From an optimization exercise on the open Yosys and OpenROAD flow, aimed at a short achievable clock period and few clock cycles; shortcuts taken in it are not production practice.
The RTL was checked by simulation tests, not by an equivalence proof against the original design.
No activity file was given, so power comes from the tool's default toggle rates.

**design/flow/config.mk**
```make
export PLATFORM = sky130hd
export DESIGN_NAME = Core
export DESIGN_NICKNAME = Core
export VERILOG_FILES = /design/flow/design.v
export SDC_FILE = /design/flow/constraint.sdc
export NUM_CORES = 4
export LEC_CHECK = 0
export ABC_CLOCK_PERIOD_IN_PS = 2000
export CAP_MARGIN = 35
export CORE_MARGIN = 2
export CORE_UTILIZATION = 30
export PLACE_DENSITY = 0.45
export SETUP_SLACK_MARGIN = 4.0
export SLEW_MARGIN = 35
export TNS_END_PERCENT = 100
```
**design/flow/constraint.sdc**
```tcl
create_clock -name core_clock -period 7.0 [get_ports {clk}]
set_input_delay 1.4000 -clock core_clock [delete_from_list [all_inputs] [get_ports {clk}]]
set_output_delay 1.4000 -clock core_clock [all_outputs]
set_load 0.01 [all_outputs]
```
**design/flow/design.v**
```verilog
`timescale 1ns / 1ps
module RegFile;
endmodule
`timescale 1ns / 1ps
module Core(
	input clk,
	input rst,  
	input core_hold,
	output reg[23:0] addr,
	input [15:0] read_data,
	output reg[15:0] write_data,
	output reg write_enable,
	output reg req,
	input sw
    );
	localparam D_TWO = 0;    
	localparam D_IBR = 1;    
	localparam D_RBR = 2;    
	localparam D_LD  = 3;    
	localparam D_ST  = 4;    
	localparam D_ALU = 5;    
	localparam D_WR  = 6;    
	localparam D_SUB = 7;    
	localparam D_INC = 8;    
	localparam D_JS  = 9;
	localparam D_SUM = 10;   
	localparam D_AND = 11;
	localparam D_OR  = 12;
	localparam D_XOR = 13;
	localparam D_MOV = 14;
	localparam D_SHL = 15;
	localparam D_SHR = 16;
	localparam D_CN  = 17;   
	localparam D_CZ  = 18;
	localparam D_CNZ = 19;
	localparam D_CAL = 20;   
	localparam DW = 21;
	function [DW-1:0] dec;
		input [15:0] w;
		reg [4:0] o;
		reg t;
		begin
			o = w[15:11];
			t = o[4] && o != 5'd31;
			dec = {DW{1'b0}};
			dec[D_TWO] = t;
			dec[D_IBR] = o >= 5'd25 && o <= 5'd30;
			dec[D_RBR] = o == 5'd7 || o == 5'd8 || o == 5'd11 || o == 5'd12 || o == 5'd13;
			dec[D_LD] = o == 5'd9 || o == 5'd23;
			dec[D_ST] = o == 5'd10 || o == 5'd24;
			dec[D_ALU] = o <= 5'd6 || o == 5'd14 || o == 5'd15 || (o >= 5'd16 && o <= 5'd22) || o == 5'd31;
			dec[D_WR] = dec[D_ALU] && o != 5'd2 && o != 5'd18;
			dec[D_SUB] = (o[3:0] == 4'd1 || o[3:0] == 4'd2) && (o <= 5'd2 || (o >= 5'd17 && o <= 5'd18));
			dec[D_INC] = o == 5'd31;
			dec[D_JS] = o == 5'd30;
			dec[D_SUM] = o <= 5'd2 || (o >= 5'd16 && o <= 5'd18) || o == 5'd31;
			dec[D_AND] = o == 5'd3 || o == 5'd19;
			dec[D_OR] = o == 5'd4 || o == 5'd20;
			dec[D_XOR] = o == 5'd5 || o == 5'd21;
			dec[D_MOV] = o == 5'd6 || o == 5'd22;
			dec[D_SHL] = o == 5'd14;
			dec[D_SHR] = o == 5'd15;
			dec[D_CN] = o == 5'd7 || o == 5'd28;
			dec[D_CZ] = o == 5'd12 || o == 5'd26;
			dec[D_CNZ] = o == 5'd13 || o == 5'd27;
			dec[D_CAL] = o == 5'd11 || o == 5'd25 || o == 5'd30;
			if (o == 5'd8 || o == 5'd29) begin
				dec[D_CN] = 1'b1;
				dec[D_CZ] = 1'b1;
			end
		end
	endfunction
	reg [15:0] w0, w1, w2, w3;   
	reg [15:0] m0, m1, m2, m3;   
	reg  [3:0] qv;       
	reg  [3:0] mv;       
	reg        ni;       
	reg [DW-1:0] dh;     
	reg [23:0] opa;      
	reg [23:0] opb;      
	reg        cur_f;    
	reg        arr_f;    
	reg [23:0] npc;      
	reg [23:0] hpc;      
	reg [23:0] zres;     
	reg        nf;
	reg        ld1, ld2;        
	reg  [3:0] ld1_r, ld2_r;
	reg  [1:0] hzc;      
	reg [23:0] res_q;    
	reg        wb_we;    
	reg  [3:0] wb_r;
	reg        fa, fb;   
	wire go_en = !core_hold;
	wire [3:0] ra = w0[10:7];
	wire [3:0] rb = w0[6:3];
	wire two = dh[D_TWO];
	wire byp = dh[D_IBR] && !mv[0] && arr_f;
	wire complete = qv[0] && (!two || mv[0] || byp);
	wire gpre = complete && hzc == 2'd0;
	wire [23:0] link = hpc + 24'd2;
	wire [23:0] A = fa ? res_q : opa;
	wire [23:0] B = fb ? res_q : opb;
	wire [23:0] opy = B ^ {24{dh[D_SUB]}};
	wire [23:0] sum = A + opy + dh[D_SUB];
	wire [23:0] res_o =
		({24{dh[D_AND]}} & (A & B)) |
		({24{dh[D_OR]}} & (A | B)) |
		({24{dh[D_XOR]}} & (A ^ B)) |
		({24{dh[D_MOV]}} & B) |
		({24{dh[D_SHL]}} & (A << rb)) |
		({24{dh[D_SHR]}} & (A >> rb)) |
		({24{dh[D_JS]}} & link);
	wire [23:0] res = dh[D_SUM] ? sum : res_o;
	reg [23:0] r [1:15];
	function [23:0] rdreg;
		input [3:0] idx;
		begin
			rdreg = (idx == 4'd0) ? 24'd0 : r[idx];
		end
	endfunction
	wire [23:0] wd_l = {8'd0, read_data};
	wire [15:0] s1_w0, s1_w1, s1_w2, s1_w3, s0_w0, s0_w1, s0_w2, s0_w3;
	wire [15:0] s1_m0, s1_m1, s1_m2, s1_m3, s0_m0, s0_m1, s0_m2, s0_m3;
	wire [3:0] s1_qv, s0_qv, s1_mv, s0_mv;
	wire s1_ni, s0_ni;
	wire [DW-1:0] s1_dh, s0_dh;
	wire [23:0] s1_opa, s1_opb, s0_opa, s0_opb;
	wire [1:0] s1_hzc, s0_hzc;
	wire s1_cur_f, s1_arr_f, s0_cur_f, s0_arr_f;
	wire [23:0] s1_npc, s1_hpc, s0_npc, s0_hpc;
	wire s1_flags, s0_flags;
	wire s1_ld1, s0_ld1;
	wire [23:0] s1_addr, s0_addr;
	wire s1_req, s1_we, s0_req, s0_we;
	wire [15:0] s1_wd, s0_wd;
	wire s1_alu_we, s1_js_we, s0_alu_we, s0_js_we;
	wire s1_fa, s1_fb, s0_fa, s0_fb;
	wire [DW-1:0] dec_rd = dec(read_data);
	wire [DW-1:0] dec_w1 = dec(w1);
	wire [23:0] fr_a = rdreg(read_data[10:7]);
	wire [23:0] fr_b = rdreg(read_data[6:3]);
	wire [23:0] w1_a = rdreg(w1[10:7]);
	wire [23:0] w1_b = rdreg(w1[6:3]);
	CoreStep s1(.go(gpre),
		.w0(w0), .w1(w1), .w2(w2), .w3(w3), .m0(m0), .m1(m1), .m2(m2), .m3(m3),
		.qv(qv), .mv(mv), .ni(ni), .dh(dh), .opa(opa), .opb(opb),
		.cur_f(cur_f), .arr_f(arr_f), .npc(npc), .hpc(hpc), .zres(zres), .nf(nf),
		.ld1(ld1), .ld2(ld2), .ld1_r(ld1_r), .ld2_r(ld2_r), .hzc(hzc),
		.read_data(read_data), .A(A), .B(B), .res_q(res_q), .wb_we(wb_we), .wb_r(wb_r),
		.fa(fa), .fb(fb),
		.dec_rd(dec_rd), .dec_w1(dec_w1), .fr_a(fr_a), .fr_b(fr_b), .w1_a(w1_a), .w1_b(w1_b),
		.n_w0(s1_w0), .n_w1(s1_w1), .n_w2(s1_w2), .n_w3(s1_w3),
		.n_m0(s1_m0), .n_m1(s1_m1), .n_m2(s1_m2), .n_m3(s1_m3),
		.n_qv(s1_qv), .n_mv(s1_mv), .n_ni(s1_ni), .n_dh(s1_dh),
		.n_opa(s1_opa), .n_opb(s1_opb), .n_hzc(s1_hzc), .n_cur_f(s1_cur_f), .n_arr_f(s1_arr_f),
		.n_npc(s1_npc), .n_hpc(s1_hpc), .set_flags(s1_flags), .n_ld1(s1_ld1),
		.n_addr(s1_addr), .n_req(s1_req), .n_we(s1_we), .n_wd(s1_wd),
		.alu_we(s1_alu_we), .js_we(s1_js_we), .n_fa(s1_fa), .n_fb(s1_fb));
	CoreStep s0(.go(1'b0),
		.w0(w0), .w1(w1), .w2(w2), .w3(w3), .m0(m0), .m1(m1), .m2(m2), .m3(m3),
		.qv(qv), .mv(mv), .ni(ni), .dh(dh), .opa(opa), .opb(opb),
		.cur_f(cur_f), .arr_f(arr_f), .npc(npc), .hpc(hpc), .zres(zres), .nf(nf),
		.ld1(ld1), .ld2(ld2), .ld1_r(ld1_r), .ld2_r(ld2_r), .hzc(hzc),
		.read_data(read_data), .A(A), .B(B), .res_q(res_q), .wb_we(wb_we), .wb_r(wb_r),
		.fa(fa), .fb(fb),
		.dec_rd(dec_rd), .dec_w1(dec_w1), .fr_a(fr_a), .fr_b(fr_b), .w1_a(w1_a), .w1_b(w1_b),
		.n_w0(s0_w0), .n_w1(s0_w1), .n_w2(s0_w2), .n_w3(s0_w3),
		.n_m0(s0_m0), .n_m1(s0_m1), .n_m2(s0_m2), .n_m3(s0_m3),
		.n_qv(s0_qv), .n_mv(s0_mv), .n_ni(s0_ni), .n_dh(s0_dh),
		.n_opa(s0_opa), .n_opb(s0_opb), .n_hzc(s0_hzc), .n_cur_f(s0_cur_f), .n_arr_f(s0_arr_f),
		.n_npc(s0_npc), .n_hpc(s0_hpc), .set_flags(s0_flags), .n_ld1(s0_ld1),
		.n_addr(s0_addr), .n_req(s0_req), .n_we(s0_we), .n_wd(s0_wd),
		.alu_we(s0_alu_we), .js_we(s0_js_we), .n_fa(s0_fa), .n_fb(s0_fb));
	integer i;
	always @(posedge clk) begin
		if (go_en) begin
			for (i = 1; i < 16; i = i + 1) begin
				if (ld2 && ld2_r == i)
					r[i] <= wd_l;
				else if (wb_we && wb_r == i)
					r[i] <= res_q;
			end
		end
	end
	always @(posedge clk) begin
		if (rst) begin
			qv <= 4'd0;
			ni <= 1'b0;
			cur_f <= 1'b1;
			arr_f <= 1'b0;
			npc <= 24'h008000;
			hpc <= 24'h008000;
			addr <= 24'h008000;
			req <= 1'b1;
			write_enable <= 1'b0;
			write_data <= 16'd0;
			zres <= 24'd1;  
			nf <= 1'b0;
			ld1 <= 1'b0;
			ld2 <= 1'b0;
			hzc <= 2'd0;
			wb_we <= 1'b0;
			fa <= 1'b0;
			fb <= 1'b0;
		end else if (go_en) begin
			if (sw ? (s1_alu_we || s1_js_we) : 1'b0) begin
				res_q <= res;
				wb_r <= s1_js_we ? 4'd3 : ra;
			end
			wb_we <= sw ? (s1_alu_we || s1_js_we) : 1'b0;
			fa <= sw ? s1_fa : s0_fa;
			fb <= sw ? s1_fb : s0_fb;
			if (sw ? s1_flags : s0_flags) begin
				zres <= res;
				nf <= res[23];
			end
			ld1 <= sw ? s1_ld1 : s0_ld1;
			ld1_r <= ra;
			ld2 <= ld1;
			ld2_r <= ld1_r;
			w0 <= sw ? s1_w0 : s0_w0;
			w1 <= sw ? s1_w1 : s0_w1;
			w2 <= sw ? s1_w2 : s0_w2;
			w3 <= sw ? s1_w3 : s0_w3;
			m0 <= sw ? s1_m0 : s0_m0;
			m1 <= sw ? s1_m1 : s0_m1;
			m2 <= sw ? s1_m2 : s0_m2;
			m3 <= sw ? s1_m3 : s0_m3;
			qv <= sw ? s1_qv : s0_qv;
			mv <= sw ? s1_mv : s0_mv;
			ni <= sw ? s1_ni : s0_ni;
			dh <= sw ? s1_dh : s0_dh;
			opa <= sw ? s1_opa : s0_opa;
			opb <= sw ? s1_opb : s0_opb;
			hzc <= sw ? s1_hzc : s0_hzc;
			cur_f <= sw ? s1_cur_f : s0_cur_f;
			arr_f <= sw ? s1_arr_f : s0_arr_f;
			npc <= sw ? s1_npc : s0_npc;
			hpc <= sw ? s1_hpc : s0_hpc;
			addr <= sw ? s1_addr : s0_addr;
			req <= sw ? s1_req : s0_req;
			write_enable <= sw ? s1_we : s0_we;
			write_data <= sw ? s1_wd : s0_wd;
		end
	end
endmodule
module CoreStep #(parameter DW = 21) (
	input go,
	input [15:0] w0, w1, w2, w3, m0, m1, m2, m3,
	input [3:0] qv, mv,
	input ni,
	input [DW-1:0] dh,
	input [23:0] opa, opb,
	input cur_f, arr_f,
	input [23:0] npc, hpc, zres,
	input nf, ld1, ld2,
	input [3:0] ld1_r, ld2_r,
	input [1:0] hzc,
	input [15:0] read_data,
	input [23:0] A, B, res_q,
	input wb_we,
	input [3:0] wb_r,
	input fa, fb,
	input [DW-1:0] dec_rd, dec_w1,
	input [23:0] fr_a, fr_b, w1_a, w1_b,
	output [15:0] n_w0, n_w1, n_w2, n_w3, n_m0, n_m1, n_m2, n_m3,
	output [3:0] n_qv, n_mv,
	output n_ni,
	output [DW-1:0] n_dh,
	output [23:0] n_opa, n_opb,
	output [1:0] n_hzc,
	output n_cur_f, n_arr_f,
	output [23:0] n_npc, n_hpc,
	output set_flags, n_ld1,
	output [23:0] n_addr,
	output n_req, n_we,
	output [15:0] n_wd,
	output alu_we, js_we,
	output n_fa, n_fb
    );
	localparam D_TWO = 0;    
	localparam D_IBR = 1;    
	localparam D_RBR = 2;    
	localparam D_LD  = 3;    
	localparam D_ST  = 4;    
	localparam D_ALU = 5;    
	localparam D_WR  = 6;    
	localparam D_SUB = 7;    
	localparam D_INC = 8;    
	localparam D_JS  = 9;
	localparam D_SUM = 10;   
	localparam D_AND = 11;
	localparam D_OR  = 12;
	localparam D_XOR = 13;
	localparam D_MOV = 14;
	localparam D_SHL = 15;
	localparam D_SHR = 16;
	localparam D_CN  = 17;   
	localparam D_CZ  = 18;
	localparam D_CNZ = 19;
	localparam D_CAL = 20;   
	wire [3:0] ra = w0[10:7];
	wire two = dh[D_TWO];
	wire q_empty = !qv[0];
	wire byp = dh[D_IBR] && !mv[0] && arr_f;
	wire [23:0] imm = {1'b0, w0[6:0], m0};
	wire [23:0] bimm = {1'b0, w0[6:0], byp ? read_data : m0};
	wire zf = (zres == 24'd0);
	wire cond = dh[D_CAL] | (dh[D_CN] & nf) | (dh[D_CZ] & zf) | (dh[D_CNZ] & !zf);
	wire redirect = go && (dh[D_IBR] || dh[D_RBR]) && cond;
	wire [23:0] target = dh[D_RBR] ? A : bimm;
	assign alu_we = go && dh[D_WR] && ra != 4'd0;
	assign js_we = go && dh[D_JS];
	assign set_flags = go && dh[D_ALU];
	wire [23:0] wd_l = {8'd0, read_data};
	wire [3:0] vs = go ? {1'b0, qv[3:1]} : qv;    
	wire [3:0] ms = go ? {1'b0, mv[3:1]} : mv;
	wire push = arr_f && !(go && byp);
	wire data_req = go && (dh[D_LD] || dh[D_ST]);
	wire fetch_ok = (push && cur_f) ? !vs[1] : (push || cur_f) ? !vs[2] : !vs[3];
	wire [3:0] ins = {4{push && !ni}} & ~vs & {vs[2:0], 1'b1};
	wire [3:0] imi = {4{push && ni}} & vs & {1'b1, ~vs[3:1]};
	wire [15:0] s_w0 = go ? w1 : w0;
	wire [15:0] s_w1 = go ? w2 : w1;
	wire [15:0] s_w2 = go ? w3 : w2;
	wire [15:0] s_m0 = go ? m1 : m0;
	wire [15:0] s_m1 = go ? m2 : m1;
	wire [15:0] s_m2 = go ? m3 : m2;
	assign n_w0 = ins[0] ? read_data : s_w0;
	assign n_w1 = ins[1] ? read_data : s_w1;
	assign n_w2 = ins[2] ? read_data : s_w2;
	assign n_w3 = ins[3] ? read_data : w3;
	assign n_m0 = imi[0] ? read_data : s_m0;
	assign n_m1 = imi[1] ? read_data : s_m1;
	assign n_m2 = imi[2] ? read_data : s_m2;
	assign n_m3 = imi[3] ? read_data : m3;
	assign n_qv = redirect ? 4'd0 : (vs | ins);
	assign n_mv = (ms & ~ins) | imi;
	assign n_ni = (redirect || (go && byp)) ? 1'b0 : !push ? ni : ni ? 1'b0 : dec_rd[D_TWO];
	assign n_hpc = redirect ? target : !go ? hpc : hpc + (two ? 24'd2 : 24'd1);
	wire fresh = go ? !qv[1] : q_empty;
	wire hold = !go && !q_empty;
	wire [15:0] nh = fresh ? read_data : go ? w1 : w0;
	wire [DW-1:0] nd = fresh ? dec_rd : go ? dec_w1 : dh;
	wire [3:0] na_i = nh[10:7];
	wire [3:0] nb_i = nh[6:3];
	wire n_inc = nd[D_INC];
	wire n_two = nd[D_TWO];
	assign n_dh = nd;
	wire [15:0] nm = go ? (mv[1] ? m1 : read_data) : (mv[0] ? m0 : read_data);
	wire [23:0] nbi = {1'b0, nh[6:0], nm};
	wire e_we = alu_we || js_we;
	wire [3:0] e_r = js_we ? 4'd3 : ra;
	wire [23:0] ca = fresh ? fr_a : w1_a;
	wire [23:0] cb = fresh ? fr_b : w1_b;
	assign n_fa = e_we && e_r == na_i;
	assign n_fb = e_we && e_r == nb_i && !n_inc && !n_two;
	assign n_opa = hold ? (fa ? res_q : (ld2 && ld2_r == ra) ? wd_l : opa) :
		(wb_we && wb_r == na_i) ? res_q :
		(ld2 && ld2_r == na_i) ? wd_l : ca;
	assign n_opb = n_two ? nbi : n_inc ? 24'd1 :
		hold ? (fb ? res_q : (ld2 && ld2_r == nb_i) ? wd_l : opb) :
		(wb_we && wb_r == nb_i) ? res_q :
		(ld2 && ld2_r == nb_i) ? wd_l : cb;
	function uses;
		input [15:0] w;
		input [DW-1:0] d;
		input [3:0] rr;
		begin
			uses = (!d[D_IBR] && w[10:7] == rr) || (!d[D_TWO] && w[6:3] == rr) ||
				(d[D_JS] && rr == 4'd3);
		end
	endfunction
	wire ld_now = dh[D_LD] && ra != 4'd0;
	wire [1:0] hz_g = (ld_now && uses(nh, nd, ra)) ? 2'd2 : (ld1 && uses(nh, nd, ld1_r)) ? 2'd1 : 2'd0;
	wire [1:0] hz_f = (ld1 && uses(read_data, dec_rd, ld1_r)) ? 2'd1 : 2'd0;
	wire [1:0] hz_n = q_empty ? hz_f : (hzc == 2'd0) ? 2'd0 : hzc - 2'd1;
	assign n_hzc = go ? hz_g : hz_n;
	assign n_ld1 = data_req && dh[D_LD] && ra != 4'd0;
	assign n_arr_f = cur_f && !redirect;
	assign n_addr = data_req ? (two ? imm : B) : redirect ? target : npc + 24'd1;
	assign n_req = data_req || redirect || fetch_ok;
	assign n_we = data_req && dh[D_ST];
	assign n_wd = A[15:0];
	assign n_cur_f = !data_req && (redirect || fetch_ok);
	assign n_npc = data_req ? npc : redirect ? target : fetch_ok ? npc + 24'd1 : npc;
endmodule
```
**design/flow/run.sh**
```bash
#!/bin/bash
# synth_recipe.tcl (not shown) runs the flow's synth.tcl, then flattens the netlist and writes it again
# the make line also repeats each setting of config.mk as NAME=value (left out here)
make -C /OpenROAD-flow-scripts/flow DESIGN_CONFIG=/design/flow/config.mk WORK_HOME=/design/flow/orfs CLKGATE_MAP_FILE= SYNTH_SCRIPT=/design/flow/synth_recipe.tcl finish
```
==> run_results.csv, run 1 <==
group,metric,value,unit
run_status,status,"complete, no violations",
sta,period_share,50.6,%
cts,cts_buffer_depth,3,
logic_synthesis,muxShareOfSynthArea,12.6,%
worst_hold_path,hold_class,"reg2reg",
logic_synthesis,netlist_area,52800,um^2
setup_path,required,7.65,ns
worst_hold_path,hp-start,"addr[6]",
cts,cts_tree,"yes",
cts,numCtsBuffers,91,
logic_synthesis,synth-adder-area-share,1.83,%
global_routing,grt_pass1_vias,53200,
drt,wl_per_cell,42.3,um
drt,drt_pass1_iterations,12,
setup_path,r2r_cells,13,
drt,dr.max_layer_used,"met5",
pwr,ir_worst_vdd,0.299,mV
logic_synthesis,synthesis.nets,5921,
place,gp_congestion,1.05,
logic_synthesis,synthXorXnorAreaFrac,2.37,%
global_routing,overflow,0,
global_routing,grt_max_degree,60,
final_layout,drive_above_1_share,27.4,%
final_layout,nNetsFinal,6106,
drt,drc,0,
cts,clockRootBuffer,"clkbuf_16",
logic_synthesis,synth_top_family_by_area,"compound AO/OA/AOI/OAI gates",
drt,wl_met1,138000,um
setup_path,worst_setup_path_end_kind,"flip-flop",
place,placedCellCount,7902,
floorplanning,rows,153,
cts,clkTransAtPathRegs,0.07,ns
floorplanning,die_x,424,um
floorplanning,coreArea,174000,um^2
drt,drtIter0Drc,11400,
sta,setup_viol,0,
cts,clock_latency,0.79,ns
setup_path,crit_start,"opa[0]",
final_layout,nFillCells,17200,
setup_path,cp_num_cells,13,
drt,wl_met2,143000,um
logic_synthesis,yosysWarnings,27,
floorplanning,io_pins,62,
floorplanning,die_y,424,um
floorplanning,die_area,179000,um^2
sta,fin_crit,3.54,ns
floorplanning,start_util,30.3,%
sta,slew_viol_final,0,
cts,cts_sinks,720,
sta,rsz0062_at_grt,"true",
logic_synthesis,synth_seq_cells,720,
sta,fmax,283,MHz
logic_synthesis,synth_edf_count,592,
drt,met3_length,48800,um
global_routing,grt_usage,37.9,%
setup_path,crit_family,"compound AO/OA/AOI/OAI gates",
drt,drt-vias-per-instance,6.88,
sta,hold_slack,0.445,ns
setup_path,worstPathArrival,4.19,ns
sta,tightest_slew,1.04,ns
logic_synthesis,yosysUniqueCellTypes,92,
setup_path,critPathLaunchType,"flip-flop",
sta,skew,0.0703,ns
place,place_hpwl,229000,um
drt,route.antenna.remaining_nets,0,
setup_path,path_cells,"mux2i_4 > inv_2 > a211oi_4 > nor2_2 > fa_2 > a21oi_4 > or3_4 > a311oi_4 > or2_4 > o41ai_4 > xor2_1 > a32oi_2 > a22o_1",
sta,max_slew_margin,30.8,%
final_layout,syn_to_final_growth,28.4,%
logic_synthesis,syn_area_per_cell,9.07,um^2
pwr,p_leak,23.7,nW
logic_synthesis,ys_top_cells_by_area,"edfxtp_1 (34%), mux2_2 (7.2%), dfxtp_1 (4.9%)",
global_routing,grt_pass1_wl,473000,um
logic_synthesis,synth_compound_area_share,24.4,%
place,port_buffers,61,
logic_synthesis,yosysTopAreaCellShare,33.7,%
setup_path,reg2reg_from,"opa[0]",
sta,finalSetupTns,0,ns
drt,vias,58000,
cts,htree_levels,3,
drt,wirelength,356000,um
job,maxCapViolations,0,
setup_path,path_class,"reg2reg",
logic_synthesis,synth_seq_area_share,38.5,%
pwr,power.density,183,nW/um^2
worst_hold_path,whs_path_depth,2,
logic_synthesis,async_flop_share,0,%
setup_path,max_stage_delay,0.57,ns
global_routing,grt_antenna_before_repair,27,
cts,holdBufCountCts,0,
setup_path,slowest_stage,"edfxtp_1",
sta,hold_viol,0,
setup_path,critPathMaxFanout,3,
final_layout,final_cell_count_no_fill,8429,
setup_path,critPathBufInv,1,
logic_synthesis,synth-simple-area-share,15.1,%
logic_synthesis,yosys.area.top_type,"edfxtp_1",
logic_synthesis,synth_cells,5825,
logic_synthesis,synth-main-ff-cell,"edfxtp_1",
where the power goes:
| group | internal (mW) | leakage, nW | switching [mW] | total [mW] |
|---|---|---|---|---|
| Combinational | 0.952 | 15.8 | 1.58 | 2.53 |
| Sequential | 4.67 | 6.41 | 0.0875 | 4.76 |
| Clock | 2.94 | 1.50 | 2.18 | 5.12 |
| Total | 8.57 | 23.7 | 3.84 | 12.4 |
sequential cells by signal (all words and copies together), names as in the netlist, 21 cells and up:
signal / cells
addr: 24
dh: 21
hpc: 24
npc: 24
opa: 24
opb: 24
r: 360
res_q: 24
zres: 24
tightest hold or removal path, stage by stage (launching register included):
cell     delay [ns]
dfxtp_1        0.31
nand2_1        0.05
nand2_1        0.04
metrics by stage:
| step | power, mW | worst slack [ns] | cell area, um^2 | utilization, % |
|---|---|---|---|---|
| floorplan | 5.99 | 3.19 | 54000 | - |
| global placement | 6.77 | 1.60 | 57100 | 32.8 |
| global route | 12.7 | 3.43 | 67800 | 38.9 |
| finish | 12.4 | 3.46 | 67800 | 38.9 |
| detailed placement | 6.78 | 2.00 | 57400 | 32.9 |
| CTS | 12.2 | 3.58 | 65900 | 37.8 |
cell usage in the layout (no fill, tap or decap), types with 44 or more instances in the layout:
cell type / netlist / final
nand2_1: 545 / 528
a221oi_1: 108 / 88
buf_6: 2 / 75
a21oi_1: 488 / 447
nand2b_1: 50 / 44
xor2_1: 57 / 51
nor2_4: 0 / 45
mux2_2: 338 / 327
nor3_1: 110 / 74
o22ai_1: 60 / 59
nor2_1: 462 / 401
inv_1: 120 / 105
nand4_1: 70 / 70
a31oi_1: 70 / 52
ha_1: 74 / 62
dfxtp_1: 128 / 123
mux2i_1: 223 / 192
buf_4: 2 / 415
a222oi_1: 73 / 73
xnor2_1: 86 / 75
edfxtp_1: 592 / 592
nand3_1: 151 / 147
a22oi_1: 325 / 315
o21ai_0: 292 / 244
o211ai_1: 82 / 82
a22o_1: 86 / 86
buf_12: 0 / 55
clkbuf_16: 0 / 100
kinds of logic after synthesis:
| kind of cell | Yosys count |
|---|---|
| compound gates | 1894 |
| xor+xnor | 143 |
| fa+ha+maj | 76 |
| buf+inv | 719 |
| flops | 720 |
| mux | 589 |
| simple gates | 1684 |
final cells by class:
class                           instances  area (um^2)  area share, %
Multi-Input combinational cell       4388        33100           48.8
Sequential cell                       720        20400           30.0
Timing Repair Buffer                  684         7730           11.4
Tap cell                             2325         2910           4.29
Clock buffer                          107         2390           3.53
Clock inverter                         64          741           1.09
Inverter                              125          541          0.797
Antenna cell                           16         40.0         0.0591
per-layer routing:
layer / track usage (%) / vias to the layer above
met2: 53.1 / 5052
met3: 14.1 / 1314
met1: 49.4 / 28800
met4: 22.1 / 20
li1: - / 22800
met5: 0.591 / -
Yosys cell counts (70+ instances only):
| library cell | count |
|---|---|
| edfxtp_1 | 592 |
| nand2_1 | 545 |
| clkbuf_1 | 511 |
| a21oi_1 | 488 |
| nor2_1 | 462 |
| mux2_2 | 338 |
| a22oi_1 | 325 |
| o21ai_0 | 292 |
| mux2i_1 | 223 |
| nand3_1 | 151 |
| dfxtp_1 | 128 |
| inv_1 | 120 |
| nor3_1 | 110 |
| a221oi_1 | 108 |
| a22o_1 | 86 |
| xnor2_1 | 86 |
| o211ai_1 | 82 |
| ha_1 | 74 |
| a222oi_1 | 73 |
| a31oi_1 | 70 |
| nand4_1 | 70 |
path summary, 6_finish.rpt:
kind / to / slack, ns
hold reg to reg: addr[6] / 0.45
setup / recovery: zres[16] / 3.46
hold / removal: addr[6] / 0.45
setup reg to reg: zres[16] / 3.46
repair_timing:
action	in CTS	in global routing
gates cloned	35	8
setup buffers	211	84
resized for setup	632	185
pin swaps	126	86
endpoints found under the setup margin	656	288
Testbench counts, summed over its fixed seeds: cycles 68,900.
==> inputs of run 2 (changes only) <==
--- a/design/flow/design.v
+++ b/design/flow/design.v
@@ -83,7 +83,8 @@
 	reg [23:0] npc;      
 	reg [23:0] hpc;      
 	reg [23:0] zres;     
-	reg        nf;
+	reg        nf;       
+	reg        zclr;     
 	reg        ld1, ld2;        
 	reg  [3:0] ld1_r, ld2_r;
 	reg  [1:0] hzc;      
@@ -145,7 +146,7 @@
 	CoreStep s1(.go(gpre),
 		.w0(w0), .w1(w1), .w2(w2), .w3(w3), .m0(m0), .m1(m1), .m2(m2), .m3(m3),
 		.qv(qv), .mv(mv), .ni(ni), .dh(dh), .opa(opa), .opb(opb),
-		.cur_f(cur_f), .arr_f(arr_f), .npc(npc), .hpc(hpc), .zres(zres), .nf(nf),
+		.cur_f(cur_f), .arr_f(arr_f), .npc(npc), .hpc(hpc), .zres(zres), .nf(nf), .zclr(zclr),
 		.ld1(ld1), .ld2(ld2), .ld1_r(ld1_r), .ld2_r(ld2_r), .hzc(hzc),
 		.read_data(read_data), .A(A), .B(B), .res_q(res_q), .wb_we(wb_we), .wb_r(wb_r),
 		.fa(fa), .fb(fb),
@@ -160,7 +161,7 @@
 	CoreStep s0(.go(1'b0),
 		.w0(w0), .w1(w1), .w2(w2), .w3(w3), .m0(m0), .m1(m1), .m2(m2), .m3(m3),
 		.qv(qv), .mv(mv), .ni(ni), .dh(dh), .opa(opa), .opb(opb),
-		.cur_f(cur_f), .arr_f(arr_f), .npc(npc), .hpc(hpc), .zres(zres), .nf(nf),
+		.cur_f(cur_f), .arr_f(arr_f), .npc(npc), .hpc(hpc), .zres(zres), .nf(nf), .zclr(zclr),
 		.ld1(ld1), .ld2(ld2), .ld1_r(ld1_r), .ld2_r(ld2_r), .hzc(hzc),
 		.read_data(read_data), .A(A), .B(B), .res_q(res_q), .wb_we(wb_we), .wb_r(wb_r),
 		.fa(fa), .fb(fb),
@@ -172,6 +173,12 @@
 		.n_npc(s0_npc), .n_hpc(s0_hpc), .set_flags(s0_flags), .n_ld1(s0_ld1),
 		.n_addr(s0_addr), .n_req(s0_req), .n_we(s0_we), .n_wd(s0_wd),
 		.alu_we(s0_alu_we), .js_we(s0_js_we), .n_fa(s0_fa), .n_fb(s0_fb));
+	always @(posedge clk) begin
+		if (go_en && (sw ? s1_flags : s0_flags)) begin
+			zres <= res;
+			nf <= res[23];
+		end
+	end
 	integer i;
 	always @(posedge clk) begin
 		if (go_en) begin
@@ -195,8 +202,7 @@
 			req <= 1'b1;
 			write_enable <= 1'b0;
 			write_data <= 16'd0;
-			zres <= 24'd1;  
-			nf <= 1'b0;
+			zclr <= 1'b1;
 			ld1 <= 1'b0;
 			ld2 <= 1'b0;
 			hzc <= 2'd0;
@@ -211,10 +217,8 @@
 			wb_we <= sw ? (s1_alu_we || s1_js_we) : 1'b0;
 			fa <= sw ? s1_fa : s0_fa;
 			fb <= sw ? s1_fb : s0_fb;
-			if (sw ? s1_flags : s0_flags) begin
-				zres <= res;
-				nf <= res[23];
-			end
+			if (sw ? s1_flags : s0_flags)
+				zclr <= 1'b0;
 			ld1 <= sw ? s1_ld1 : s0_ld1;
 			ld1_r <= ra;
 			ld2 <= ld1;
@@ -254,7 +258,7 @@
 	input [23:0] opa, opb,
 	input cur_f, arr_f,
 	input [23:0] npc, hpc, zres,
-	input nf, ld1, ld2,
+	input nf, zclr, ld1, ld2,
 	input [3:0] ld1_r, ld2_r,
 	input [1:0] hzc,
 	input [15:0] read_data,
@@ -306,8 +310,9 @@
 	wire byp = dh[D_IBR] && !mv[0] && arr_f;
 	wire [23:0] imm = {1'b0, w0[6:0], m0};
 	wire [23:0] bimm = {1'b0, w0[6:0], byp ? read_data : m0};
-	wire zf = (zres == 24'd0);
-	wire cond = dh[D_CAL] | (dh[D_CN] & nf) | (dh[D_CZ] & zf) | (dh[D_CNZ] & !zf);
+	wire zf = !zclr && (zres == 24'd0);
+	wire nfl = !zclr && nf;
+	wire cond = dh[D_CAL] | (dh[D_CN] & nfl) | (dh[D_CZ] & zf) | (dh[D_CNZ] & !zf);
 	wire redirect = go && (dh[D_IBR] || dh[D_RBR]) && cond;
 	wire [23:0] target = dh[D_RBR] ? A : bimm;
 	assign alu_we = go && dh[D_WR] && ra != 4'd0;
==> run 2 against run 1 <==
Worst hold slack hardly changed. Register-to-register slack better by 0.16 ns. Synthesized cell count is 0.55% lower. Power is 1.5% lower. Via count is 2.6% lower. Fmax is 4.6% higher. Clock power is 2% lower. Area after synthesis is 1.5% lower. Global-route usage is 2.2 points lower. Highest routed layer unchanged.
==> run_results.csv, run 2 <==
group,metric,value,unit
drt,vias,56500,
pwr,p_leak,23.5,nW
place,place_hpwl,208000,um
cts,clkTransAtPathRegs,0.06,ns
floorplanning,rows,152,
global_routing,grt_pass1_wl,441000,um
run_status,status,"complete, no violations",
cts,numCtsBuffers,91,
floorplanning,io_pins,62,
worst_hold_path,hold_class,"reg2reg",
cts,clockRootBuffer,"clkbuf_16",
global_routing,grt_pass1_vias,51800,
final_layout,final_common_cell,"edfxtp_1",
drt,drt-vias-per-instance,6.73,
logic_synthesis,yosys.area.top_type,"edfxtp_1",
final_layout,nFillCells,17100,
floorplanning,die_y,420,um
logic_synthesis,synth-main-ff-cell,"edfxtp_1",
sta,skew,0.0404,ns
setup_path,worst_setup_path_end_kind,"flip-flop",
setup_path,r2r_cells,21,
floorplanning,die_area,177000,um^2
pwr,power.density,183,nW/um^2
cts,cts_buffer_depth,3,
place,gp_congestion,1.03,
logic_synthesis,netlist_area,52000,um^2
logic_synthesis,yosys-top-cells-count,"edfxtp_1 (616), nand2_1 (562), clkbuf_1 (512)",
drt,wirelength,327000,um
logic_synthesis,ys_top_cells_by_area,"edfxtp_1 (36%), a22oi_1 (6.4%), mux2_2 (6.2%)",
setup_path,critPathMaxFanout,4,
sta,fin_crit,3.38,ns
sta,period_share,48.3,%
logic_synthesis,yosysWarnings,27,
drt,drc,0,
cts,cts_sinks,721,
final_layout,utilization,38.9,%
logic_synthesis,synth_seq_area_share,39.6,%
setup_path,reg2reg_from,"res_q[0]",
floorplanning,die_x,420,um
global_routing,overflow,0,
logic_synthesis,synthesis.nets,5889,
final_layout,nNetsFinal,6100,
setup_path,critPathLaunchType,"flip-flop",
sta,max_slew_margin,33.5,%
global_routing,grt_antenna_before_repair,12,
cts,clock_latency,0.74,ns
setup_path,r2r-end,"res_q[4]",
global_routing,grt_max_degree,77,
setup_path,r2r_slack,3.62,ns
global_routing,grt_usage,35.7,%
worst_hold_path,whs_path_depth,1,
drt,route.antenna.remaining_nets,0,
place,port_buffers,61,
cts,htree_levels,3,
logic_synthesis,async_flop_share,0,%
setup_path,required,7.46,ns
cts,cts_tree,"yes",
job,maxCapViolations,0,
final_layout,regMostFlops,"r",
sta,setup_viol,0,
worst_hold_path,min_to,"addr[9]",
floorplanning,coreArea,172000,um^2
final_layout,largest_reg_flops,360,
logic_synthesis,syn_area_per_cell,8.98,um^2
final_layout,layout_common_cells,"edfxtp_1 (616), nand2_1 (528), a22oi_1 (436), buf_4 (415), a21oi_1 (411)",
sta,fmax,296,MHz
setup_path,path_class,"reg2reg",
logic_synthesis,synth_most_common_cell,"edfxtp_1",
drt,drtIter0Drc,10300,
drt,wl_per_cell,39.0,um
sta,rsz0062_at_grt,"true",
sta,finalSetupTns,0,ns
pwr,ir_worst_vdd,0.194,mV
floorplanning,start_util,30.3,%
logic_synthesis,synth_seq_cells,721,
worst_hold_path,hp-start,"addr[9]",
logic_synthesis,synth_cells,5793,
sta,hold_viol,0,
sta,tightest_slew,0.987,ns
logic_synthesis,yosysTopAreaCellShare,35.6,%
final_layout,syn_to_final_growth,28.4,%
setup_path,worstPathArrival,3.84,ns
logic_synthesis,yosysUniqueCellTypes,97,
final_layout,drive_above_1_share,27.2,%
drt,drt_pass1_iterations,13,
sta,slew_viol_final,0,
logic_synthesis,synth_edf_count,616,
run 2: worst max-delay path by stage:
stage                end  cells after the start           from  slack (ns)
5_1_grt        res_q[22]                     14      res_q[11]        3.52
3_3_place_gp     opb[14]                     10  read_data[14]        1.84
6_report        res_q[4]                     21       res_q[0]        3.62
4_1_cts        res_q[22]                     16       res_q[0]        3.64
3_5_place_dp     opb[18]                      8   read_data[4]        1.91
2_1_floorplan    opb[16]                     11   read_data[3]        3.45
run 2: worst max-delay path, cell delays in order (launching register included):
cell	delay, ns
edfxtp_1	0.44
buf_12	0.16
nand2b_4	0.14
o21ai_4	0.12
inv_4	0.08
a211oi_4	0.23
nor2_2	0.08
fa_2	0.38
a21oi_4	0.19
buf_4	0.13
buf_6	0.08
buf_4	0.09
buf_4	0.09
buf_4	0.10
buf_4	0.10
buf_6	0.08
buf_6	0.08
buf_6	0.08
nor2b_2	0.03
nor2_1	0.12
xor2_1	0.17
a21oi_2	0.10
run 2: timing repair:
item / 4_1_cts / 5_1_grt
pin swaps: 124 / 102
cloned: 38 / 4
resized for setup: 598 / 265
hold buffers: 0 / 0
endpoints found under the setup margin: 786 / 405
setup buffers: 273 / 76
run 2: cells by family (layout without fill, tap and decap cells):
kind of cell,after synthesis,count (layout),share of synthesized area (%)
AO/OA/AOI/OAI,2029,2029,25.8
XOR/XNOR,149,149,2.51
adder cells (fa/ha/maj),76,76,1.86
buffers and inverters,719,1001,5.28
flip-flops,721,721,39.6
multiplexers,481,481,10.2
other,0,2,0
AND/OR/NAND/NOR,1618,1621,14.8
run 2: routing by layer:
layer	share of wire (%)	GRT usage (%)
met5	0.012	0.0834
met4	6.2	17.4
met3	14	13.2
met2	39	48.7
met1	40	49.0
run 2: through the flow:
step	setup WS, ns	hold WS (ns)	instance area, um^2	std cells	power [mW]
after floorplan	3.45	0.424	53300	5793	6.01
after global placement	1.84	0.437	56100	7820	6.71
after detailed placement	1.91	0.443	56300	7829	6.71
after CTS	3.64	0.453	65000	8307	12.0
after global routing	3.52	0.467	66800	8388	12.5
final	3.62	0.446	66800	8390	12.2
run 2: final cells by class:
| cell class | instances | area, um^2 | area share, % |
|---|---|---|---|
| Antenna cell | 2 | 5.00 | 0.00749 |
| Clock buffer | 107 | 2410 | 3.61 |
| Clock inverter | 60 | 603 | 0.903 |
| Inverter | 133 | 587 | 0.878 |
| Multi-Input combinational cell | 4356 | 32100 | 48.0 |
| Sequential cell | 721 | 20600 | 30.9 |
| Tap cell | 2310 | 2890 | 4.33 |
| Timing Repair Buffer | 701 | 7650 | 11.5 |
run 2: power by group:
part	switching [mW]	internal (mW)
combinational	1.52	0.925
sequential	0.0666	4.71
clock	2.17	2.83
Testbench counts of run 2, summed over its fixed seeds: cycles 68,900.
==> inputs of run 3 (changes only) <==
--- a/design/flow/config.mk
+++ b/design/flow/config.mk
@@ -8,8 +8,8 @@
 export ABC_CLOCK_PERIOD_IN_PS = 2000
 export CAP_MARGIN = 35
 export CORE_MARGIN = 2
-export CORE_UTILIZATION = 30
-export PLACE_DENSITY = 0.45
+export CORE_UTILIZATION = 28
+export PLACE_DENSITY = 0.4
 export SETUP_SLACK_MARGIN = 4.0
 export SLEW_MARGIN = 35
 export TNS_END_PERCENT = 100
==> run 3 against run 2 <==
Still clean. Non-clock buffer count up 97. Routed wire length is 4.0% higher. Sequential power barely moved. Count of clock-buffer cells in the layout is 5 higher. Power grew 2.1%. Flip-flop and latch count did not move.
==> run_results.csv, run 3 <==
group,metric,value,unit
logic_synthesis,synthesis.nets,5889,
sta,max_slew_margin,32.8,%
job,maxCapViolations,0,
logic_synthesis,netlist_area,52000,um^2
logic_synthesis,synth-simple-area-share,14.8,%
global_routing,overflow,0,
sta,slew_viol_final,0,
global_routing,grt_pass1_vias,52500,
pwr,ir_worst_vdd,0.166,mV
final_layout,fin_area,69000,um^2
final_layout,drive_above_1_share,29.6,%
final_layout,regMostFlops,"r",
setup_path,critPathLaunchType,"flip-flop",
sta,fin_crit,3.43,ns
run_status,status,"complete, no violations",
logic_synthesis,synth-adder-area-share,1.86,%
logic_synthesis,synth-main-ff-cell,"edfxtp_1",
worst_hold_path,hold_class,"reg2reg",
sta,setup_viol,0,
sta,fmax,291,MHz
logic_synthesis,synth_top_family_by_area,"compound AO/OA/AOI/OAI gates",
logic_synthesis,synth_edf_count,616,
final_layout,nNetsFinal,6204,
worst_hold_path,hp-start,"write_data[10]",
final_layout,syn_to_final_growth,32.7,%
setup_path,crit_start,"fa",
cts,cts_tree,"yes",
floorplanning,start_util,28.1,%
cts,cts_buffer_depth,3,
logic_synthesis,yosys-top-cells-count,"edfxtp_1 (616), nand2_1 (562), clkbuf_1 (512)",
logic_synthesis,synth_seq_cells,721,
final_layout,largest_reg_flops,360,
sta,finalSetupTns,0,ns
cts,holdBufCountCts,0,
cts,cts_sinks,721,
setup_path,worstPathArrival,3.89,ns
cts,clockRootBuffer,"clkbuf_16",
final_layout,final_common_cell,"edfxtp_1",
logic_synthesis,syn_area_per_cell,8.98,um^2
drt,drt_pass1_iterations,10,
drt,drtIter0Drc,10200,
pwr,p_leak,24.2,nW
drt,route.antenna.remaining_nets,0,
logic_synthesis,synthXorXnorAreaFrac,2.51,%
drt,drc,0,
logic_synthesis,synth_compound_area_share,25.8,%
place,placed_cell_area,56700,um^2
sta,tightest_slew,1.00,ns
logic_synthesis,synth_seq_area_share,39.6,%
logic_synthesis,synth_most_common_cell,"edfxtp_1",
sta,hold_slack,0.445,ns
logic_synthesis,yosysWarnings,27,
sta,hold_viol,0,
floorplanning,die_y,435,um
sta,rsz0062_at_grt,"true",
cts,clkTransAtPathRegs,0.07,ns
setup_path,reg2reg_from,"fa",
setup_path,critPathMaxFanout,5,
logic_synthesis,yosysUniqueCellTypes,97,
cts,clock_latency,0.77,ns
drt,wl_per_cell,39.3,um
global_routing,grt_usage,33.9,%
floorplanning,io_pins,62,
cts,htree_levels,3,
place,port_buffers,61,
logic_synthesis,muxShareOfSynthArea,10.2,%
global_routing,grt_max_degree,81,
floorplanning,die_x,435,um
final_layout,nFillCells,18700,
sta,skew,0.0550,ns
global_routing,grt_antenna_before_repair,9,
drt,wirelength,340000,um
global_routing,grt_pass1_wl,454000,um
pwr,power.density,181,nW/um^2
sta,period_share,49.0,%
setup_path,required,7.46,ns
setup_path,path_class,"reg2reg",
place,gp_congestion,1.05,
final_layout,layout_common_cells,"edfxtp_1 (616), nand2_1 (529), buf_4 (464), a22oi_1 (439), a21oi_1 (391)",
logic_synthesis,yosysTopAreaCellShare,35.6,%
setup_path,worst_setup_path_end_kind,"flip-flop",
drt,drt-vias-per-instance,6.56,
floorplanning,die_area,189000,um^2
logic_synthesis,ys_top_cells_by_area,"edfxtp_1 (36%), a22oi_1 (6.4%), mux2_2 (6.2%)",
floorplanning,coreArea,185000,um^2
cts,numCtsBuffers,93,
place,place_hpwl,214000,um
floorplanning,rows,158,
drt,vias,56800,
logic_synthesis,synth_cells,5793,
logic_synthesis,yosys.area.top_type,"edfxtp_1",
logic_synthesis,async_flop_share,0,%
[run 3: cell counts after synthesis]
Identical to the previous run, type by type.
[run 3: final cells by class]
class                   count  area, um^2  share of cell area, %
clock buffers             112        2470                   3.58
diodes                      2        5.00                0.00725
well taps                2480        3100                   4.50
inverters                 133         577                  0.836
flip-flops and latches    721       20600                   29.9
multi-input cells        4361       32600                   47.3
clock inverters            57         649                  0.941
repair buffers            798        8970                   13.0
[run 3: what timing repair did]
item	in CTS	in global routing
gates resized for setup	667	372
gates cloned	41	14
endpoints found under the setup margin	805	301
buffers inserted	281	132
pin swaps	170	205
[run 3: path summary, 6_finish.rpt]
path	cells past startpoint	slack [ns]	endpoint
setup / recovery	19	3.57	res_q[0]
hold / removal	2	0.44	write_data[10]
setup reg to reg	19	3.57	res_q[0]
hold reg to reg	2	0.44	write_data[10]
[run 3: per-stage QoR]
| step | worst slack, ns | utilization (%) | std cells | power [mW] |
|---|---|---|---|---|
| 2_1_floorplan | 3.45 | - | 5793 | 6.01 |
| 6_report | 3.57 | 37.3 | 8664 | 12.5 |
| 3_3_place_gp | 1.78 | 30.5 | 8010 | 6.76 |
| 4_1_cts | 3.59 | 35.7 | 8516 | 12.3 |
| 5_1_grt | 3.51 | 37.3 | 8662 | 12.8 |
| 3_5_place_dp | 1.65 | 30.7 | 8025 | 6.76 |
[run 3: power breakdown]
| group | switching [mW] | internal, mW | leakage [nW] |
|---|---|---|---|
| clock | 2.16 | 2.96 | 1.50 |
| combinational | 1.59 | 0.989 | 16.3 |
| sequential | 0.0726 | 4.71 | 6.44 |
[run 3: cells by family after synthesis]
group | Yosys count
AOI/OAI and AO/OA | 2029
xor gates and xnor gates | 149
adders and majority gates | 76
buffers and inverters | 719
DFF | 721
muxes | 481
and+or+nand+nor | 1618
[run 3: routing by layer]
layer / vias to the layer above / wire, um / track usage [%] / part of all wire, %
li1: 22800 / - / - / -
met1: 28400 / 140000 / 47.5 / 41
met2: 4560 / 136000 / 47.5 / 40
met3: 989 / 46000 / 10.9 / 14
met4: 8 / 18800 / 14.4 / 5.5
met5: - / 103 / 0 / 0.030
[run 3: critical path, stage by stage, from the launching register on]
cell	delay, ns
dfxtp_4	0.37
buf_12	0.14
buf_16	0.13
o21ai_4	0.17
inv_2	0.07
buf_4	0.13
buf_4	0.12
buf_4	0.12
buf_4	0.12
buf_4	0.12
buf_4	0.13
buf_4	0.13
buf_4	0.12
buf_4	0.13
buf_6	0.12
ha_4	0.15
a222oi_1	0.32
o211ai_1	0.15
a211oi_2	0.28
a21oi_2	0.10
==> inputs of run 4 (changes only) <==
==> design/flow/config.mk (replaced) <==
export PLATFORM = sky130hd
export DESIGN_NAME = Core
export DESIGN_NICKNAME = Core
export VERILOG_FILES = /design/flow/design.v
export SDC_FILE = /design/flow/constraint.sdc
export NUM_CORES = 4
export LEC_CHECK = 0
export ABC_CLOCK_PERIOD_IN_PS = 1000
export CAP_MARGIN = 35
export CORE_MARGIN = 2
export CORE_UTILIZATION = 30
export PLACE_DENSITY = 0.45
export SETUP_SLACK_MARGIN = 4.0
export SLEW_MARGIN = 35
export TNS_END_PERCENT = 100
==> run 4 against run 3 <==
Cell area shrank 3.2%. Routed wire length decreased by 3.8%. Sequential share of layout area rose by 0.98 points. Combinational power shrank 5%. Critical endpoint is now res_q[4]. Area after synthesis unchanged. Sequential power about the same. Flip-flop and latch count unchanged. Largest power group unchanged. Global-route usage grew 1.7 points. Worst setup slack better by 0.049 ns. Critical path depth increased by 2.
==> run_results.csv, run 4 <==
group,metric,value,unit
drt,route.antenna.remaining_nets,0,
pwr,ir_worst_vdd,0.194,mV
logic_synthesis,yosysWarnings,27,
place,gp_congestion,1.03,
sta,fmax,296,MHz
floorplanning,die_x,420,um
setup_path,path_class,"reg2reg",
place,placed_cell_area,56300,um^2
cts,numCtsBuffers,91,
setup_path,critPathLaunchType,"flip-flop",
drt,vias,56500,
logic_synthesis,syn_area_per_cell,8.98,um^2
sta,finalSetupTns,0,ns
cts,cts_tree,"yes",
final_layout,largest_reg_flops,360,
drt,wl_per_cell,39.0,um
worst_hold_path,hold_class,"reg2reg",
sta,tightest_slew,0.987,ns
final_layout,layout_common_cells,"edfxtp_1 (616), nand2_1 (528), a22oi_1 (436), buf_4 (415), a21oi_1 (411)",
final_layout,syn_to_final_growth,28.4,%
setup_path,r2r_cells,21,
logic_synthesis,ys_top_cells_by_area,"edfxtp_1 (36%), a22oi_1 (6.4%), mux2_2 (6.2%)",
floorplanning,io_pins,62,
cts,clockRootBuffer,"clkbuf_16",
sta,fin_crit,3.38,ns
logic_synthesis,synthesis.nets,5889,
job,maxCapViolations,0,
sta,setup_viol,0,
sta,rsz0062_at_grt,"true",
sta,period_share,48.3,%
logic_synthesis,netlist_area,52000,um^2
setup_path,critPathMaxFanout,4,
cts,htree_levels,3,
sta,max_slew_margin,33.5,%
sta,skew,0.0404,ns
cts,cts_buffer_depth,3,
worst_hold_path,whs_path_depth,1,
final_layout,regMostFlops,"r",
cts,clock_latency,0.74,ns
logic_synthesis,async_flop_share,0,%
logic_synthesis,synth_most_common_cell,"edfxtp_1",
pwr,power.density,183,nW/um^2
drt,wirelength,327000,um
place,place_hpwl,208000,um
setup_path,worstPathArrival,3.84,ns
cts,clkTransAtPathRegs,0.06,ns
floorplanning,coreArea,172000,um^2
floorplanning,die_area,177000,um^2
final_layout,drive_above_1_share,27.2,%
floorplanning,start_util,30.3,%
final_layout,final_common_cell,"edfxtp_1",
global_routing,grt_max_degree,77,
global_routing,grt_pass1_vias,51800,
logic_synthesis,synth_seq_cells,721,
global_routing,overflow,0,
global_routing,grt_usage,35.7,%
logic_synthesis,yosysTopAreaCellShare,35.6,%
drt,drt-vias-per-instance,6.73,
logic_synthesis,synth_cells,5793,
logic_synthesis,yosys-top-cells-count,"edfxtp_1 (616), nand2_1 (562), clkbuf_1 (512)",
logic_synthesis,synth-main-ff-cell,"edfxtp_1",
sta,slew_viol_final,0,
run_status,status,"complete, no violations",
drt,drc,0,
pwr,p_leak,23.5,nW
cts,cts_sinks,721,
sta,hold_viol,0,
floorplanning,die_y,420,um
cts,holdBufCountCts,0,
drt,drt_pass1_iterations,13,
final_layout,fin_area,66800,um^2
place,port_buffers,61,
global_routing,grt_antenna_before_repair,12,
floorplanning,rows,152,
logic_synthesis,synth_seq_area_share,39.6,%
setup_path,worst_setup_path_end_kind,"flip-flop",
logic_synthesis,yosys.area.top_type,"edfxtp_1",
drt,drtIter0Drc,10300,
final_layout,nNetsFinal,6100,
setup_path,required,7.46,ns
logic_synthesis,synth_edf_count,616,
logic_synthesis,yosysUniqueCellTypes,97,
global_routing,grt_pass1_wl,441000,um
[run 4: cell counts after synthesis]
Identical to the previous run, type by type.
[run 4: cell families (layout without fill, tap and decap cells)]
logic type / Yosys count / after routing / synth area share, %
mux: 481 / 481 / 10.2
flops: 721 / 721 / 39.6
simple gates: 1618 / 1621 / 14.8
fa+ha+maj: 76 / 76 / 1.86
compound gates: 2029 / 2029 / 25.8
buf+inv: 719 / 1001 / 5.28
other cells: 0 / 2 / 0
xor+xnor: 149 / 149 / 2.51
[run 4: repair_timing]
item / 4_1_cts / 5_1_grt
setup endpoints to repair: 786 / 405
resized for setup: 598 / 265
cloned: 38 / 4
pin swaps: 124 / 102
buffers inserted: 273 / 76
[run 4: layout make-up]
| type | instances | area (um^2) |
|---|---|---|
| diodes | 2 | 5.00 |
| clock inverters | 60 | 603 |
| flip-flops and latches | 721 | 20600 |
| fillers | 17100 | 105000 |
| clock buffers | 107 | 2410 |
| well taps | 2310 | 2890 |
| multi-input cells | 4356 | 32100 |
| repair buffers | 701 | 7650 |
| inverters | 133 | 587 |
[run 4: path summary, 6_finish.rpt]
kind	slack, ns	startpoint	to
max	3.62	res_q[0]	res_q[4]
min	0.45	addr[9]	addr[9]
max reg2reg	3.62	res_q[0]	res_q[4]
min reg2reg	0.45	addr[9]	addr[9]
[run 4: stage by stage]
| stage | instances | utilization (%) | worst slack, ns | hold WS (ns) | total power [mW] |
|---|---|---|---|---|---|
| finish | 8390 | 38.9 | 3.62 | 0.446 | 12.2 |
| global route | 8388 | 38.9 | 3.52 | 0.467 | 12.5 |
| CTS | 8307 | 37.8 | 3.64 | 0.453 | 12.0 |
| detailed placement | 7829 | 32.7 | 1.91 | 0.443 | 6.71 |
| global placement | 7820 | 32.7 | 1.84 | 0.437 | 6.71 |
| floorplan | 5793 | - | 3.45 | 0.424 | 6.01 |
[run 4: report_power, final]
group | total (mW) | internal, mW | switching [mW]
Sequential | 4.78 | 4.71 | 0.0666
Combinational | 2.45 | 0.925 | 1.52
Clock | 5.00 | 2.83 | 2.17
Total | 12.2 | 8.47 | 3.76
[run 4: critical path: stages (launching register included)]
cell	delay (ns)
edfxtp_1	0.44
buf_12	0.16
nand2b_4	0.14
o21ai_4	0.12
inv_4	0.08
a211oi_4	0.23
nor2_2	0.08
fa_2	0.38
a21oi_4	0.19
buf_4	0.13
buf_6	0.08
buf_4	0.09
buf_4	0.09
buf_4	0.10
buf_4	0.10
buf_6	0.08
buf_6	0.08
buf_6	0.08
nor2b_2	0.03
nor2_1	0.12
xor2_1	0.17
a21oi_2	0.10
[run 4: metal layers]
layer / GRT usage [%] / wire length [um]
met5: 0.0834 / 39
met4: 17.4 / 20200
met3: 13.2 / 47100
met2: 48.7 / 128000
met1: 49.0 / 132000
==> inputs of run 5 (changes only) <==
==> design/flow/config.mk (replaced) <==
export PLATFORM = sky130hd
export DESIGN_NAME = Core
export DESIGN_NICKNAME = Core
export VERILOG_FILES = /design/flow/design.v
export SDC_FILE = /design/flow/constraint.sdc
export NUM_CORES = 4
export LEC_CHECK = 0
export ABC_CLOCK_PERIOD_IN_PS = 2000
export CAP_MARGIN = 35
export CORE_MARGIN = 2
export CORE_UTILIZATION = 30
export PLACE_DENSITY = 0.45
export SETUP_SLACK_MARGIN = 4.6
export SLEW_MARGIN = 35
export TNS_END_PERCENT = 100
==> run 5 against run 4 <==
Largest cell class unchanged. Core utilization up 5.0 points. Flip-flop and latch count unchanged. Worst setup slack gained 0.054 ns. First-iteration DRC count rose by 20%. Synthesized cell count did not move. Still clean on timing, DRC and antenna. Die area did not move. Clock power down 3%. Final cell count is 4.0% higher. Largest power group unchanged. Non-clock buffer count is 324 higher. Worst hold slack better by 0.0075 ns. Critical path depth down 10. Clock skew is 0.0090 ns higher.
==> run_results.csv, run 5 <==
group,metric,value,unit
job,maxCapViolations,0,
floorplanning,die_x,420,um
sta,fin_crit,3.33,ns
logic_synthesis,yosys-top-cells-count,"edfxtp_1 (616), nand2_1 (562), clkbuf_1 (512)",
logic_synthesis,ys_top_cells_by_area,"edfxtp_1 (36%), a22oi_1 (6.4%), mux2_2 (6.2%)",
logic_synthesis,synth-main-ff-cell,"edfxtp_1",
sta,hold_slack,0.453,ns
cts,clock_latency,0.74,ns
final_layout,final_cell_count_no_fill,8722,
cts,clockRootBuffer,"clkbuf_16",
cts,cts_sinks,721,
sta,setup_viol,0,
floorplanning,rows,152,
final_layout,utilization,43.9,%
setup_path,required,7.46,ns
worst_hold_path,hp-start,"addr[7]",
floorplanning,die_area,177000,um^2
floorplanning,die_y,420,um
logic_synthesis,synth_most_common_cell,"edfxtp_1",
logic_synthesis,netlist_area,52000,um^2
final_layout,final_common_cell,"edfxtp_1",
worst_hold_path,whs_path_depth,1,
sta,max_slew_margin,33.2,%
sta,period_share,47.6,%
final_layout,largest_reg_flops,360,
logic_synthesis,synth_seq_cells,721,
logic_synthesis,async_flop_share,0,%
global_routing,grt_antenna_before_repair,29,
setup_path,r2r-end,"res_q[22]",
cts,cts_tree,"yes",
setup_path,critPathLaunchType,"flip-flop",
run_status,status,"complete, no violations",
drt,route.antenna.remaining_nets,0,
drt,vias,59900,
logic_synthesis,yosysWarnings,27,
drt,wirelength,357000,um
setup_path,r2r_cells,11,
final_layout,regMostFlops,"r",
global_routing,overflow,0,
cts,holdBufCountCts,0,
logic_synthesis,synth_edf_count,616,
pwr,power.density,167,nW/um^2
global_routing,grt_usage,37.3,%
final_layout,syn_to_final_growth,45.0,%
final_layout,layout_common_cells,"edfxtp_1 (616), buf_4 (488), nand2_1 (487), a22oi_1 (425), a21oi_1 (355)",
final_layout,nNetsFinal,6430,
floorplanning,coreArea,172000,um^2
sta,skew,0.0493,ns
logic_synthesis,synth_cells,5793,
pwr,report.power.total,12.6,mW
cts,cts_buffer_depth,3,
place,port_buffers,61,
setup_path,r2r_slack,3.67,ns
sta,fmax,300,MHz
setup_path,path_class,"reg2reg",
logic_synthesis,yosys.area.top_type,"edfxtp_1",
floorplanning,io_pins,62,
drt,drt_pass1_iterations,17,
cts,numCtsBuffers,89,
cts,htree_levels,3,
drt,drc,0,
sta,finalSetupTns,0,ns
global_routing,grt_max_degree,79,
global_routing,grt_pass1_wl,459000,um
drt,drtIter0Drc,12300,
logic_synthesis,yosysTopAreaCellShare,35.6,%
logic_synthesis,synthesis.nets,5889,
logic_synthesis,yosysUniqueCellTypes,97,
floorplanning,start_util,30.3,%
global_routing,grt_pass1_vias,53500,
worst_hold_path,min_to,"addr[7]",
setup_path,reg2reg_from,"opa[11]",
sta,hold_viol,0,
drt,wl_per_cell,41.0,um
setup_path,worst_setup_path_end_kind,"flip-flop",
final_layout,drive_above_1_share,37.8,%
cts,clkTransAtPathRegs,0.06,ns
sta,rsz0062_at_grt,"true",
place,place_hpwl,208000,um
place,placedCellCount,7816,
worst_hold_path,hold_class,"reg2reg",
sta,tightest_slew,1.00,ns
sta,slew_viol_final,0,
pwr,p_leak,27.0,nW
pwr,ir_worst_vdd,0.191,mV
setup_path,critPathMaxFanout,5,
logic_synthesis,syn_area_per_cell,8.98,um^2
drt,drt-vias-per-instance,6.86,
place,gp_congestion,1.07,
setup_path,worstPathArrival,3.79,ns
logic_synthesis,synth_seq_area_share,39.6,%
run 5: cell counts after synthesis:
Identical to the previous run, type by type.
run 5: logic make-up after synthesis:
kind of cell / count (synthesis) / share of synthesized area (%)
and+or+nand+nor: 1618 / 14.8
muxes: 481 / 10.2
xor gates and xnor gates: 149 / 2.51
DFF: 721 / 39.6
adders and majority gates: 76 / 1.86
AOI/OAI and AO/OA: 2029 / 25.8
buffers and inverters: 719 / 5.28
run 5: report_power, final:
group          total, mW  internal (mW)  switching [mW]  leakage (nW)
combinational       2.95           1.20            1.75          19.1
sequential          4.79           4.71          0.0781          6.46
clock               4.86           2.74            2.12          1.41
run 5: worst max-delay path by stage:
stage,start,to
3_5_place_dp,read_data[3],opb[22]
2_1_floorplan,read_data[3],opb[16]
3_3_place_gp,read_data[3],opb[19]
4_1_cts,res_q[0],res_q[22]
6_report,opa[11],res_q[22]
5_1_grt,fb,res_q[22]
run 5: timing repair:
action	CTS	global route
buffers inserted	428	195
pin swaps	256	280
endpoints found under the setup margin	1252	697
gates resized for setup	1320	609
gates cloned	77	37
run 5: metal layers:
layer	track usage (%)	part of all wire, %
met1	50.4	38
met2	50.5	38
met3	14.4	16
met4	19.9	7.3
met5	0.139	0.17
run 5: through the flow:
step | worst slack [ns] | area, um^2
detailed placement | 1.94 | 57200
CTS | 3.67 | 70300
floorplan | 3.45 | 55100
finish | 3.67 | 75400
global placement | 1.89 | 56900
global route | 3.64 | 75400
run 5: final cells by class:
type,count,area [um^2]
Antenna cell,10,25.0
Clock buffer,111,2450
Clock inverter,48,469
Fill cell,16200,96500
Inverter,133,668
Multi-Input combinational cell,4363,35200
Sequential cell,721,20700
Tap cell,2310,2890
Timing Repair Buffer,1025,13000
Timing Repair inverter,1,11.3
run 5: worst max-delay path, stage by stage (launching register included):
cell,delay [ns]
edfxtp_1,0.65
mux2i_4,0.39
inv_2,0.18
ha_4,0.30
a21o_1,0.19
a211oi_2,0.26
o22ai_2,0.16
o21ai_4,0.22
o221ai_2,0.15
a31oi_1,0.20
mux2i_1,0.26
nor4_2,0.07

==> afterwards: timing with drivers on the ports <==
How much do the figures lean on ideal ports? The routed layouts below were timed once more, with nothing changed but the port constraints.
Step 1 assumes that a clkbuf_16 drives the clock port and a buf_2 every other input.
Step 2 also shifts input and output timing later by t, the mid clock arrival at the registers, as if the neighbouring blocks saw the same clock.
a / b / c = no drivers / after step 1 / after step 2; a / b = the first two.
run	t (ns)	setup slack, ns	latest minus earliest clock arrival (ns)	worst slew at a driven data input, ns
run 1	0.857	3.461 / 3.402 / 2.545	0.071 / 0.070	0.37
run 2	0.809	3.617 / 3.390 / 2.580	0.041 / 0.041	0.60
run 3	0.829	3.568 / 3.568 / 2.755	0.058 / 0.057	0.42
run 4	0.809	3.617 / 3.390 / 2.580	0.041 / 0.041	0.60
run 5	0.815	3.671 / 3.486 / 2.671	0.062 / 0.061	0.48
After both steps setup and hold are still met in every run listed.
